Source: an optimization exercise on an open RTL-to-GDS flow (aim: small area). Production flows keep margins and buffers that such runs may drop.
Only simulation tests tie the RTL to the original design; equivalence was not proved.
No activity file was given, so power comes from the tool's default toggle rates.

File: design/flow/config.mk
export PLATFORM = sky130hd
export DESIGN_NAME = FSM
export DESIGN_NICKNAME = FSM
export VERILOG_FILES = /design/flow/design.v
export SDC_FILE = /design/flow/constraint.sdc
export NUM_CORES = 4
export LEC_CHECK = 0
export CAP_MARGIN = 20
export CORE_MARGIN = 2
export CORE_UTILIZATION = 40
export SLEW_MARGIN = 20
File: design/flow/design.v
`timescale 1ns / 1ps
module BinarytoBCD(
    input [7:0] binaryinput,
    output [3:0] minutes,
    output [3:0] seconds_tens,
    output [3:0] seconds_ones
    );
    wire [5:0] seconds;
    assign seconds = binaryinput % 60;
    assign minutes = binaryinput / 60;
    assign seconds_tens = seconds / 10;
    assign seconds_ones = seconds % 10;
endmodule
`timescale 1ns / 1ps
module seven_segment_display(
    input[3:0] bcd_input,
    output reg [6:0] cathode
    );
    always @(*) begin
        case(bcd_input)
            0:cathode=7'b0000001;
            1:cathode=7'b1001111;
            2:cathode=7'b0010010;
            3:cathode=7'b0000110;
            4:cathode=7'b1001100;
            5:cathode=7'b0100100;
            6:cathode=7'b0100000;
            7:cathode=7'b0001111;
            8:cathode=7'b0000000;
            9: cathode=7'b0000100;
            default: cathode = 7'b1111111;
        endcase
    end
endmodule
`timescale 1ns / 1ps
module clk_divider(
	input clk_in,
	input rst,
	output reg divided_clk,
	output tick
    );
parameter toggle_value = 4999;
reg[32:0] cnt;
assign tick = (cnt==toggle_value) && !divided_clk;
always@(posedge clk_in or posedge rst)
begin
	if (rst==1) begin
		cnt <= 0;
		divided_clk <= 0;
	end
	else begin
		if (cnt==toggle_value) begin
			cnt <= 0;
			divided_clk <= ~divided_clk;
		end
		else begin
			cnt <= cnt +1;
			divided_clk <= divided_clk;		
		end
	end
end
endmodule
`timescale 1ns / 1ps
module clk_divider2(
	input clk_in,
	input rst,
	output reg divided_clk,
	output tick
    );
parameter toggle_value = 49;
reg[32:0] cnt;
assign tick = (cnt==toggle_value) && !divided_clk;
always@(posedge clk_in or posedge rst)
begin
	if (rst==1) begin
		cnt <= 0;
		divided_clk <= 0;
	end
	else begin
		if (cnt==toggle_value) begin
			cnt <= 0;
			divided_clk <= ~divided_clk;
		end
		else begin
			cnt <= cnt +1;
			divided_clk <= divided_clk;		
		end
	end
end
endmodule
`timescale 1ns / 1ps
module debouncer(
    input clk, rst, button,
    output reg clean,
    output rise
);
    reg [16:0] counter;
    parameter max = 100;
    assign rise = (button != clean) && (counter == max) && button;
    always@(posedge clk or posedge rst)
    begin
        if (rst) begin
            counter <= 0;
            clean <= 1'b0;
        end
        else if (button == clean)begin
            counter <= 0;
        end
        else if (counter == max)begin
            clean <= button;
        end
        else begin
            counter <= counter + 1;
        end
    end
endmodule
`timescale 1ns / 1ps
module CountdownTimer(
    input clock,
    input tick,
    input [7:0] switches,
    input set_rise, reset,
    output [6:0] seven_segment_second_ones, seven_segment_second_tens,
seven_segment_minutes
    );
    wire [3:0] minutes;
    wire [3:0] seconds_tens;
    wire [3:0] seconds_ones;
    reg [7:0] switches2;
    reg [1:0] state;
    BinarytoBCD B1(switches2, minutes, seconds_tens, seconds_ones);
    seven_segment_display S1(minutes, seven_segment_minutes);
    seven_segment_display S2(seconds_tens, seven_segment_second_tens);
    seven_segment_display S3(seconds_ones, seven_segment_second_ones);
    always @(posedge clock or posedge reset)
    begin
        if (reset)
        begin
            state <= 0;
        end
        else if(set_rise)
        begin
            if (state == 0 || state == 2)
                state <= 1;
            else if (state == 1)
                state <= 2;
        end
    end
    always @(posedge clock or posedge reset)
    begin
        if (reset)
            switches2 <= 0;
        else if (tick)
        begin
            if (state == 0)
                switches2 <= 0;
            else if (state == 2)
                if (switches2 == 0)
                   switches2 <= 0; 
             else switches2 <= switches2 - 1;
            else if (state == 1)
                switches2 <= switches;
            else if (state == 3)
                switches2 <= 0;
        end
     end
endmodule
`timescale 1ns / 1ps
module FSM(
    input clock, set, reset,
    input [7:0] switch_number,
    output reg [6:0] cathode,
    output reg [7:0] anode
    );
    reg [1:0] state;
    wire [6:0] minutes, seconds_tens, seconds_ones;
    wire newclock, newclock2;
    wire tick, tick2;
    wire clean2, set_rise;
    clk_divider D1(clock, reset, newclock, tick);
    clk_divider2 D2(clock, reset, newclock2, tick2);
    debouncer d2(clock, reset, set, clean2, set_rise);
    CountdownTimer C1(clock, tick, switch_number, set_rise, reset, seconds_ones, seconds_tens, minutes);
    always @(posedge clock or posedge reset) begin
        if (reset) begin
            state <= 0;
            cathode <= 7'b1111111;
            anode <= 8'b11111111;
        end
        else if (tick2) begin
            if (state == 2'b00)begin
                cathode <= seconds_ones;
                anode <= 8'b11111110;
                state <= state + 1;
            end
            else if (state == 2'b01)begin
                cathode <= seconds_tens;
                anode <= 8'b11111101;
                state <= state + 1;
            end
            else if (state == 2'b10)begin
                cathode <= minutes;
                anode <= 8'b11111011;
                state <= 0;
            end
        end
    end
endmodule
File: design/flow/constraint.sdc
create_clock -name core_clock -period 10.0 [get_ports {clock}]
set_input_delay 2.0000 -clock core_clock [delete_from_list [all_inputs] [get_ports {clock}]]
set_output_delay 2.0000 -clock core_clock [all_outputs]
set_load 0.01 [all_outputs]
File: design/flow/run.sh
#!/bin/bash
# synth_recipe.tcl (not shown) runs the flow's synth.tcl, then flattens the netlist and writes it again
# the make line also repeats each setting of config.mk as NAME=value (left out here)
make -C /OpenROAD-flow-scripts/flow DESIGN_CONFIG=/design/flow/config.mk WORK_HOME=/design/flow/orfs CLKGATE_MAP_FILE= SYNTH_SCRIPT=/design/flow/synth_recipe.tcl finish
==> impl_metrics.env, run 1 <==
export IMPL_outcome="complete, no violations"
export IMPL_worst_slew_margin_rel_pct=39.2
export IMPL_critical_path_max_fanout=20
export IMPL_timing_reg2reg_setup_slack_ns=3.59
export IMPL_n_antenna_cell=0
export IMPL_route_detailed_drc=0
export IMPL_synth_edff_count=0
export IMPL_floorplan_die_height_um=135
export IMPL_lkg_pwr_nw=3.18
export IMPL_netlist_cell_type_count=86
export IMPL_ctsLongestPathBuffers=2
export IMPL_required_ns=10.24
export IMPL_worstMarginPinSlew_ns=0.913
export IMPL_route_vias_total=5290
export IMPL_gp_congestion=0.824
export IMPL_setup_tns_final_ns=0
export IMPL_maximum_number_of_pins_on_one_net_before_global_route_repair=63
export IMPL_fp_coreArea_mm2=0.0166
export IMPL_top_count_cell_post_synth="dfrtp_1"
export IMPL_cts_tree="built"
export IMPL_crit_arrival_ns=6.65
export IMPL_vdd_ir_drop_worst_v=0.0000841
export IMPL_critical_path_class="reg -> reg"
export IMPL_vias_per_cell=5.46
export IMPL_rows=47
export IMPL_initialDrtViolationCount=392
export IMPL_cts_num_sinks=108
export IMPL_cts_hold_buffers=0
export IMPL_dp_final_hpwl_mm=10.5
export IMPL_synth_sequential_area_ratio_pct=39.8
export IMPL_cts_root_buf="clkbuf_16"
export IMPL_cts_setup_buffers=0
export IMPL_top_layer_used="met4"
export IMPL_ys_async_sr_fraction_pct=100
export IMPL_final_setup_viol_count=0
export IMPL_antenna_found_initial=0
export IMPL_period_minus_slack_ns=6.41
export IMPL_post_synth_instance_area_mm2=0.00681
export IMPL_synthDominantAreaCellType="dfrtp_1"
export IMPL_multi_input_comb_area_mm2=0.00382
export IMPL_detail_route_wirelength_met1_mm=6.98
export IMPL_layout_area_seq_mm2=0.00272
export IMPL_synth_top_cell_area_share_pct=36.0
export IMPL_rsz0062_at_grt="false"
export IMPL_grtUsageTotal_pct=16.9
export IMPL_grt_overflow_total=0
export IMPL_met3RoutedLength_um=371
export IMPL_grt_first_pass_wirelength_mm=24.9
export IMPL_yosys_most_used_dff="dfrtp_1"
export IMPL_syn_inst=735
export IMPL_max_clock_freq_mhz=156
export IMPL_firstDrtPassIters=4
export IMPL_layout_drive_gt1_share_pct=8.81
export IMPL_antenna_violating_nets_post_route=0
export IMPL_drv_max_cap_violation_count=0
export IMPL_period_share_pct=64.1
export IMPL_met2_wirelength_mm=6.80
export IMPL_synth_seq_cells=108
export IMPL_cts_htree_levels=3
export IMPL_placedInstanceArea_mm2=0.00715
export IMPL_grt_pass1_vias=5154
export IMPL_synthTopCellsByArea="dfrtp_1 36%, xnor2_1 6.0%, ha_1 5.1%, xor2_1 4.9%, nor2_1 4.2%"
export IMPL_drt_total_wl_mm=14.4
export IMPL_hold_viol=0
export IMPL_min_path_type="reg -> reg"
export IMPL_drt_wirelength_per_cell_um=14.9
export IMPL_die_width_um=135
export IMPL_final_max_slew_violation_count=0
export IMPL_fillers=1599
export IMPL_die_area_mm2=0.0181
export IMPL_growth_of_design_area_from_synthesis_to_finish_pct=9.20
export IMPL_clock_latency_ns=0.35
export IMPL_numCtsBuffers=9
export IMPL_synth_commonest_cells="98 x dfrtp_1, 76 x nor2_1, 65 x nand2_1, 47 x xnor2_1, 38 x xor2_1"
export IMPL_cp_start_kind="register"
export IMPL_post_synth_cell_area_avg_um2=9.27
export IMPL_cts_clk_slew_worst_paths_ns=0.07
export IMPL_nNetsFinal=783
export IMPL_port_buffers=20
export IMPL_number_of_warnings_issued_by_yosys=6
export IMPL_pin_count=26
export IMPL_post_cts_resized_instances=0
export IMPL_end_kind="register"
export IMPL_initial_utilization_pct=40.9
export IMPL_power_density_cell_area_mw_per_mm2=110
export IMPL_cell_area_after_layout_mm2=0.00744
export IMPL_skew_final_ns=0.00982
==> layout by cell type (no fill, tap or decap), types with 3 or more instances in the layout <==
| master | n |
|---|---|
| buf_4 | 3 |
| nor3b_1 | 3 |
| nand2b_1 | 5 |
| or3_1 | 6 |
| clkbuf_16 | 9 |
| or2_2 | 6 |
| nand2_1 | 65 |
| clkdlybuf4s50_1 | 20 |
| nor2b_1 | 9 |
| o21ai_0 | 34 |
| dfstp_2 | 10 |
| xor2_1 | 38 |
| o21a_1 | 3 |
| clkinv_2 | 3 |
| nand4_1 | 20 |
| nor2_1 | 76 |
| ha_1 | 28 |
| nand3_1 | 33 |
| xnor2_1 | 47 |
| inv_1 | 27 |
| a31o_1 | 3 |
| a31oi_1 | 9 |
| nor3_1 | 24 |
| mux2_2 | 3 |
| and4_1 | 6 |
| and3_1 | 12 |
| a22oi_1 | 5 |
| o32a_1 | 3 |
| dfrtp_1 | 98 |
| a21oi_1 | 32 |
| nor4b_1 | 3 |
| mux2i_1 | 8 |
| a211oi_1 | 7 |
| nor4_1 | 17 |
| conb_1 | 5 |
| o211a_1 | 3 |
==> state kept, by name (all words and copies together) (netlist names), 2 cells and up <==
register / count
d2.counter: 17
C1.switches2: 8
anode: 3
cathode: 7
C1.state: 2
D1.cnt: 33
D2.cnt: 33
state: 2
==> final timing paths <==
check,from,to,cells past startpoint
worst max-delay path,C1.switches2[6],cathode[3],22
worst min-delay path,D1.divided_clk,D1.divided_clk,1
worst max register to register,C1.switches2[6],cathode[3],22
worst min register to register,D1.divided_clk,D1.divided_clk,1
max in group asynchronous,reset,C1.switches2[6],3
min in group asynchronous,reset,D2.cnt[0],2
==> stage by stage <==
step	setup slack, ns	power (W)	utilization [%]	hold slack, ns	cells
2_1_floorplan	4.74	0.000461	-	0.433	739
3_3_place_gp	3.93	0.000469	42.9	0.448	953
3_5_place_dp	3.71	0.000469	42.9	0.448	953
4_1_cts	3.66	0.000829	44.7	0.462	969
5_1_grt	3.08	0.000848	44.7	0.492	969
6_report	3.59	0.000816	44.7	0.459	969
==> area by class of cell <==
class	count	area share, %
clock inverter	5	0.706
sequential	108	36.5
clock buffer	11	3.26
timing repair buffer	23	2.99
multi-input combinational	573	51.4
inverter	29	1.50
tap	220	3.70
==> cell families after synthesis <==
family | Yosys count | synth area share (%)
compound gates | 139 | 14.8
buf+inv | 58 | 4.30
fa+ha+maj | 28 | 5.14
simple gates | 304 | 23.0
xor+xnor | 85 | 10.9
flops | 108 | 39.8
mux | 12 | 1.87
other cells | 1 | 0.0550
==> metal layers <==
layer	GRT usage (%)	vias to the layer above
li1	-	2621
met1	23.2	2576
met2	27.1	77
met3	3.19	16
met4	5.67	0
met5	0	-
==> power breakdown <==
part	switching, W	internal (W)
Combinational	0.0000142	0.00000666
Sequential	0.00000143	0.000438
Clock	0.000156	0.000200
Total	0.000172	0.000644
==> critical path: stages (launching register included) <==
cell and delay [ns]:
dfrtp_1 0.80, nand3_2 0.24, inv_1 0.16, ha_1 0.30
mux2i_2 0.15, o221a_2 0.41, a21oi_1 0.13, a21oi_1 0.07
xnor2_1 0.23, ha_1 0.25, nor2_1 0.07, and4_1 0.26
or4_4 0.55, a2111oi_4 0.35, a21oi_1 0.16, nor3_2 0.32
nor2_1 0.08, ha_1 0.23, or3_1 0.40, o2bb2ai_1 0.19
nor2_1 0.40, nor2_1 0.15, o41ai_1 0.40
==> run 2, diff against run 1 <==
==> design/flow/design.v (replaced) <==
module BinarytoBCD(input [7:0] binaryinput, input [1:0] sel, output [3:0] digit);
  wire [1:0] a = binaryinput[7:6];
  wire [6:0] s = binaryinput[5:0] + {a, 2'b00};    
  wire ge = (s >= 60);
  wire [5:0] sec = ge ? s - 60 : s;
  wire [2:0] m = a + ge;
  wire [4:0] u = sec[5:1];                           
  wire [2:0] tens = u / 5;
  wire [2:0] r = u % 5;
  wire [3:0] ones = {r, sec[0]};
  assign digit = sel[1] ? {1'b0, m} : sel[0] ? {1'b0, tens} : ones;
endmodule
`timescale 1ns / 1ps
module seven_segment_display(
    input[3:0] bcd_input,
    output reg [6:0] cathode
    );
    always @(*) begin
        case(bcd_input)
            0:cathode=7'b0000001;
            1:cathode=7'b1001111;
            2:cathode=7'b0010010;
            3:cathode=7'b0000110;
            4:cathode=7'b1001100;
            5:cathode=7'b0100100;
            6:cathode=7'b0100000;
            7:cathode=7'b0001111;
            8:cathode=7'b0000000;
            9: cathode=7'b0000100;
            default: cathode = 7'b1111111;
        endcase
    end
endmodule
`timescale 1ns / 1ps
module clk_divider(
    input clk_in,
    input rst,
    output tick2,
    output tick
    );
    reg [3:0] a;
    reg [4:0] b;
    reg [4:0] c;
    wire b_last = ~b[1] & ~b[2] & ~b[3];             
    wire b_fb = ~((b[0] & b[1]) ^ b[2] ^ b[4]);
    wire [5:0] c_inc = {1'b0, c} + b_last;           
    assign tick2 = b_last & ~a[1] & a[0];
    assign tick = c_inc[5] & ~a[3] & a[2] & a[1] & a[0];
    always @(posedge clk_in or posedge rst) begin
        if (rst) begin
            a <= 4'd0;
            b <= 5'b00010;
            c <= 5'd7;
        end else begin
            a <= a + 4'd1;
            b <= {b[3:0], b_fb};
            c <= c_inc[4:0] | {3'b000, {2{c_inc[5]}}} | {4'b0000, c_inc[5]} | {2'b00, c_inc[5], 2'b00};
        end
    end
endmodule
`timescale 1ns / 1ps
module debouncer(
    input clk, rst, button,
    output rise
);
    reg [6:0] counter;
    reg clean;
    wire diff = button ^ clean;
    wire full = counter[6] & counter[5] & counter[2];   
    wire [6:0] inc = counter + {6'd0, ~full};
    assign rise = diff & full & button;
    always @(posedge clk or posedge rst) begin
        if (rst) begin
            counter <= 0;
            clean <= 1'b0;
        end else begin
            counter <= diff ? inc : 7'd0;
            clean <= clean ^ (diff & full);
        end
    end
endmodule
`timescale 1ns / 1ps
module CountdownTimer(
    input clock, reset, tick,
    input [7:0] switches,
    input set_rise,
    output reg [7:0] value
    );
    reg load;
    wire dec = tick & ~load & (value != 8'd0);
    always @(posedge clock or posedge reset) begin
        if (reset)
            load <= 1'b0;
        else
            load <= load ^ set_rise;
    end
    always @(posedge clock or posedge reset) begin
        if (reset)
            value <= 0;
        else if (tick & load)
            value <= switches;
        else
            value <= value - {7'd0, dec};
    end
endmodule
`timescale 1ns / 1ps
module FSM(
    input clock, set, reset,
    input [7:0] switch_number,
    output [6:0] cathode,
    output [7:0] anode
    );
    wire tick, tick2, set_rise;
    wire [7:0] value;
    reg  [2:0] an;      
    reg  [3:0] digit;   
    clk_divider D1(clock, reset, tick2, tick);
    debouncer d2(clock, reset, set, set_rise);
    CountdownTimer C1(clock, reset, tick, switch_number, set_rise, value);
    wire [1:0] sel = (an[1] & an[0]) ? 2'd0 : (!an[0]) ? 2'd1 : 2'd2;
    wire [3:0] next_digit;
    BinarytoBCD B1(value, sel, next_digit);
    always @(posedge clock or posedge reset) begin
        if (reset) begin
            an <= 3'b111;
            digit <= 4'hf;
        end else if (tick2) begin
            an <= {an[1], an[0], ~(an[1] & an[0])};
            digit <= next_digit;
        end
    end
    seven_segment_display S1(digit, cathode);
    assign anode = {5'b11111, an};
endmodule
==> impl_metrics.env, run 2 <==
export IMPL_top_count_cell_post_synth="nor2_1"
export IMPL_final_core_utilization_pct=46.7
export IMPL_cp_num_cells=18
export IMPL_synth_top_cell_area_share_pct=26.0
export IMPL_lkg_pwr_nw=1.31
export IMPL_die_width_um=84.6
export IMPL_timing_reg2reg_setup_slack_ns=5.05
export IMPL_post_synth_instance_area_mm2=0.00260
export IMPL_maximum_number_of_pins_on_one_net_before_global_route_repair=39
export IMPL_finalNonFillerCells=377
export IMPL_cts_htree_levels=2
export IMPL_drt_wirelength_per_cell_um=12.8
export IMPL_ys_async_sr_fraction_pct=100
export IMPL_crit_arrival_ns=5.15
export IMPL_grt_first_pass_wirelength_mm=8.54
export IMPL_final_max_slew_violation_count=0
export IMPL_layout_drive_gt1_share_pct=12.7
export IMPL_top_layer_used="met4"
export IMPL_placedCellCount=369
export IMPL_grtUsageTotal_pct=14.5
export IMPL_area_fraction_in_compound_gates_after_synthesis_pct=16.7
export IMPL_number_of_warnings_issued_by_yosys=5
export IMPL_synth_sequential_area_ratio_pct=37.1
export IMPL_end_kind="register"
export IMPL_drv_max_cap_violation_count=0
export IMPL_rr_startpoint="C1.value[2]"
export IMPL_ctsLongestPathBuffers=2
export IMPL_multiplexer_share_of_the_synthesized_area_pct=1.59
export IMPL_worstMarginPinSlew_ns=0.628
export IMPL_initialDrtViolationCount=128
export IMPL_worst_hold_margin_ns=0.389
export IMPL_synth_edff_count=0
export IMPL_whs_path_depth=0
export IMPL_route_vias_total=1966
export IMPL_vdd_ir_drop_worst_v=0.0000998
export IMPL_port_buffers=20
export IMPL_worst_setup_path_startpoint="C1.value[2]"
export IMPL_met2_wirelength_mm=2.15
export IMPL_antenna_found_initial=0
export IMPL_grt_overflow_total=0
export IMPL_gp_congestion=0.826
export IMPL_syn_inst=280
export IMPL_period_share_pct=49.5
export IMPL_mostFrequentLayoutCells="30 x nor2_1, 28 x nand2_1, 27 x dfrtp_1"
export IMPL_synthTopCellsByArea="dfrtp_1 26%, dfstp_2 11%, ha_1 9.6%, xnor2_1 4.4%, nor2_1 4.3%"
export IMPL_biggestRegsByFlops="C1.value (8), d2.counter (7)"
export IMPL_max_ffs_per_register=8
export IMPL_post_synth_cell_area_avg_um2=9.28
export IMPL_drt_total_wl_mm=4.82
export IMPL_rows=29
export IMPL_met3RoutedLength_um=199
export IMPL_clock_latency_ns=0.29
export IMPL_cts_setup_buffers=0
export IMPL_cp_start_kind="register"
export IMPL_yosys_most_used_dff="dfrtp_1"
export IMPL_setup_tns_final_ns=0
export IMPL_placedInstanceArea_mm2=0.00284
export IMPL_crit_slowest_cell="fa_1"
export IMPL_regToRegEndpoint="digit[1]"
export IMPL_netlist_cell_type_count=63
export IMPL_max_clock_freq_mhz=202
export IMPL_cts_root_buf="clkbuf_8"
export IMPL_min_path_type="reg -> reg"
export IMPL_final_setup_viol_count=0
export IMPL_synthDominantAreaCellType="dfrtp_1"
export IMPL_dp_final_hpwl_mm=3.48
export IMPL_n_antenna_cell=0
export IMPL_critical_path_class="reg -> reg"
export IMPL_period_minus_slack_ns=4.95
export IMPL_synth_commonest_cells="30 x nor2_1, 28 x nand2_1, 27 x dfrtp_1, 21 x a21oi_1, 20 x ha_1"
export IMPL_fp_coreArea_mm2=0.00631
export IMPL_cts_hold_buffers=0
export IMPL_worst_slew_margin_rel_pct=57.9
export IMPL_rsz0062_at_grt="false"
export IMPL_synth_seq_cells=38
export IMPL_cts_tree="built"
export IMPL_vias_per_cell=5.21
export IMPL_grt_pass1_vias=1879
export IMPL_path_common_cell="ha_1"
export IMPL_outcome="complete, no violations"
export IMPL_worstRegToRegCells=18
export IMPL_path_buf_inv=1
export IMPL_numCtsBuffers=5
export IMPL_required_ns=10.21
export IMPL_initial_utilization_pct=41.1
export IMPL_nNetsFinal=331
export IMPL_post_cts_resized_instances=0
export IMPL_cts_clk_slew_worst_paths_ns=0.08
export IMPL_pin_count=26
export IMPL_antenna_violating_nets_post_route=0
export IMPL_largest_register="C1.value"
export IMPL_critical_path_endpoint="digit[1]"
export IMPL_firstDrtPassIters=4
export IMPL_floorplan_die_height_um=84.6
export IMPL_dominant_combinational_cell_family_by_area_after_synthesis="simple AND/OR/NAND/NOR gates"
export IMPL_growth_of_design_area_from_synthesis_to_finish_pct=13.6
export IMPL_synthAdderAreaFrac_pct=10.4
export IMPL_synth_xor_area_share_pct=7.71
export IMPL_power_density_cell_area_mw_per_mm2=140
export IMPL_layout_commonest_cell="nor2_1"
export IMPL_route_detailed_drc=0
export IMPL_critical_path_max_fanout=8
export IMPL_cp_cell_instances="ha_1 > fa_1 > ha_1 > nor2_1 > a211oi_1 > o31a_1 > ha_1 > inv_1 > a311oi_2 > nor2_1 > a22oi_1 > ha_1 > nor2b_1 > a21oi_1 > nor4_4 > a211oi_2 > o32ai_1 > a221oi_2"
export IMPL_cts_num_sinks=38
export IMPL_post_synth_and_or_nand_nor_area_fraction_pct=21.8
export IMPL_hold_viol=0
export IMPL_skew_final_ns=0.00699
export IMPL_detail_route_wirelength_met1_mm=2.42
export IMPL_cell_area_after_layout_mm2=0.00295
export IMPL_worst_stage_delay_on_the_critical_path_ns=0.55
export IMPL_critical_path_top_delay_family="compound AO/OA/AOI/OAI gates"
export IMPL_die_area_mm2=0.00715
[run 2: cell types whose count changed after synthesis, sizes merged, moves of 24 or more]
cell and delta:
dfrtp -71, nor2 -45, nand2 -37, xnor2 -34, xor2 -29, o21ai -26, nand3 -24
[run 2: how the worst min path moves through the flow]
stage / from / endpoint / slack [ns]
2_1_floorplan: D1.b[3] / D1.b[4] / 0.35
6_report: D1.b[3] / D1.b[4] / 0.39
4_1_cts: D1.b[3] / D1.b[4] / 0.39
3_3_place_gp: D1.b[3] / D1.b[4] / 0.36
5_1_grt: D1.b[0] / D1.b[1] / 0.40
3_5_place_dp: D1.b[3] / D1.b[4] / 0.37
[run 2: layout make-up]
class	count	area (um^2)
Clock inverter	3	40.0
Multi-Input combinational cell	222	1530
Timing Repair Buffer	21	208
Clock buffer	5	68.8
Inverter	11	41.3
Fill cell	646	3360
Tap cell	77	96.3
Sequential cell	38	965
[run 2: logic make-up after synthesis]
group           count (synthesis)
flops                          38
xor+xnor                       22
buf+inv                        24
compound gates                 63
other cells                     1
fa+ha+maj                      21
mux                             4
simple gates                  107
[run 2: metal layers]
metal | global-route usage, % | vias up
li1 | - | 1016
met4 | 4.62 | 0
met5 | 0 | -
met2 | 23.0 | 41
met1 | 19.6 | 902
met3 | 3.44 | 7
[run 2: through the flow]
step	total power [W]	setup slack [ns]
final	0.000414	5.05
after global routing	0.000443	4.59
after CTS	0.000419	5.07
after global placement	0.000289	5.24
after floorplan	0.000261	5.40
after detailed placement	0.000289	5.09
[run 2: power by group]
group | internal [W] | switching, W
Combinational | 0.0000541 | 0.0000639
Clock | 0.0000734 | 0.0000534
Sequential | 0.000162 | 0.00000750

## static timing again, ports no longer ideal
How much do the figures lean on ideal ports? The routed layouts below were timed once more, with nothing changed but the port constraints.
Step 1 (the two cells are an assumption about what drives the block):
set clk [get_ports {clock}]
set_driving_cell -lib_cell sky130_fd_sc_hd__clkbuf_16 $clk
set_driving_cell -lib_cell sky130_fd_sc_hd__buf_2 [delete_from_list [all_inputs] $clk]
Step 2 moves the port delays by t, midway between the first and last clock arrival at a register: inputs arrive t later, outputs are due t later. That takes back most of the time a late clock gives input paths.
a / b / c = ideal / step 1 / step 2; a / b = the first two.
| run | t, ns | setup slack, ns | pins driven straight from the clock port |
|---|---|---|---|
| run 1 | 0.389 | 3.593 / 3.593 / 3.593 | 1 |
| run 2 | 0.314 | 5.052 / 5.052 / 5.052 | 1 |
After both steps every run listed still meets setup and hold.
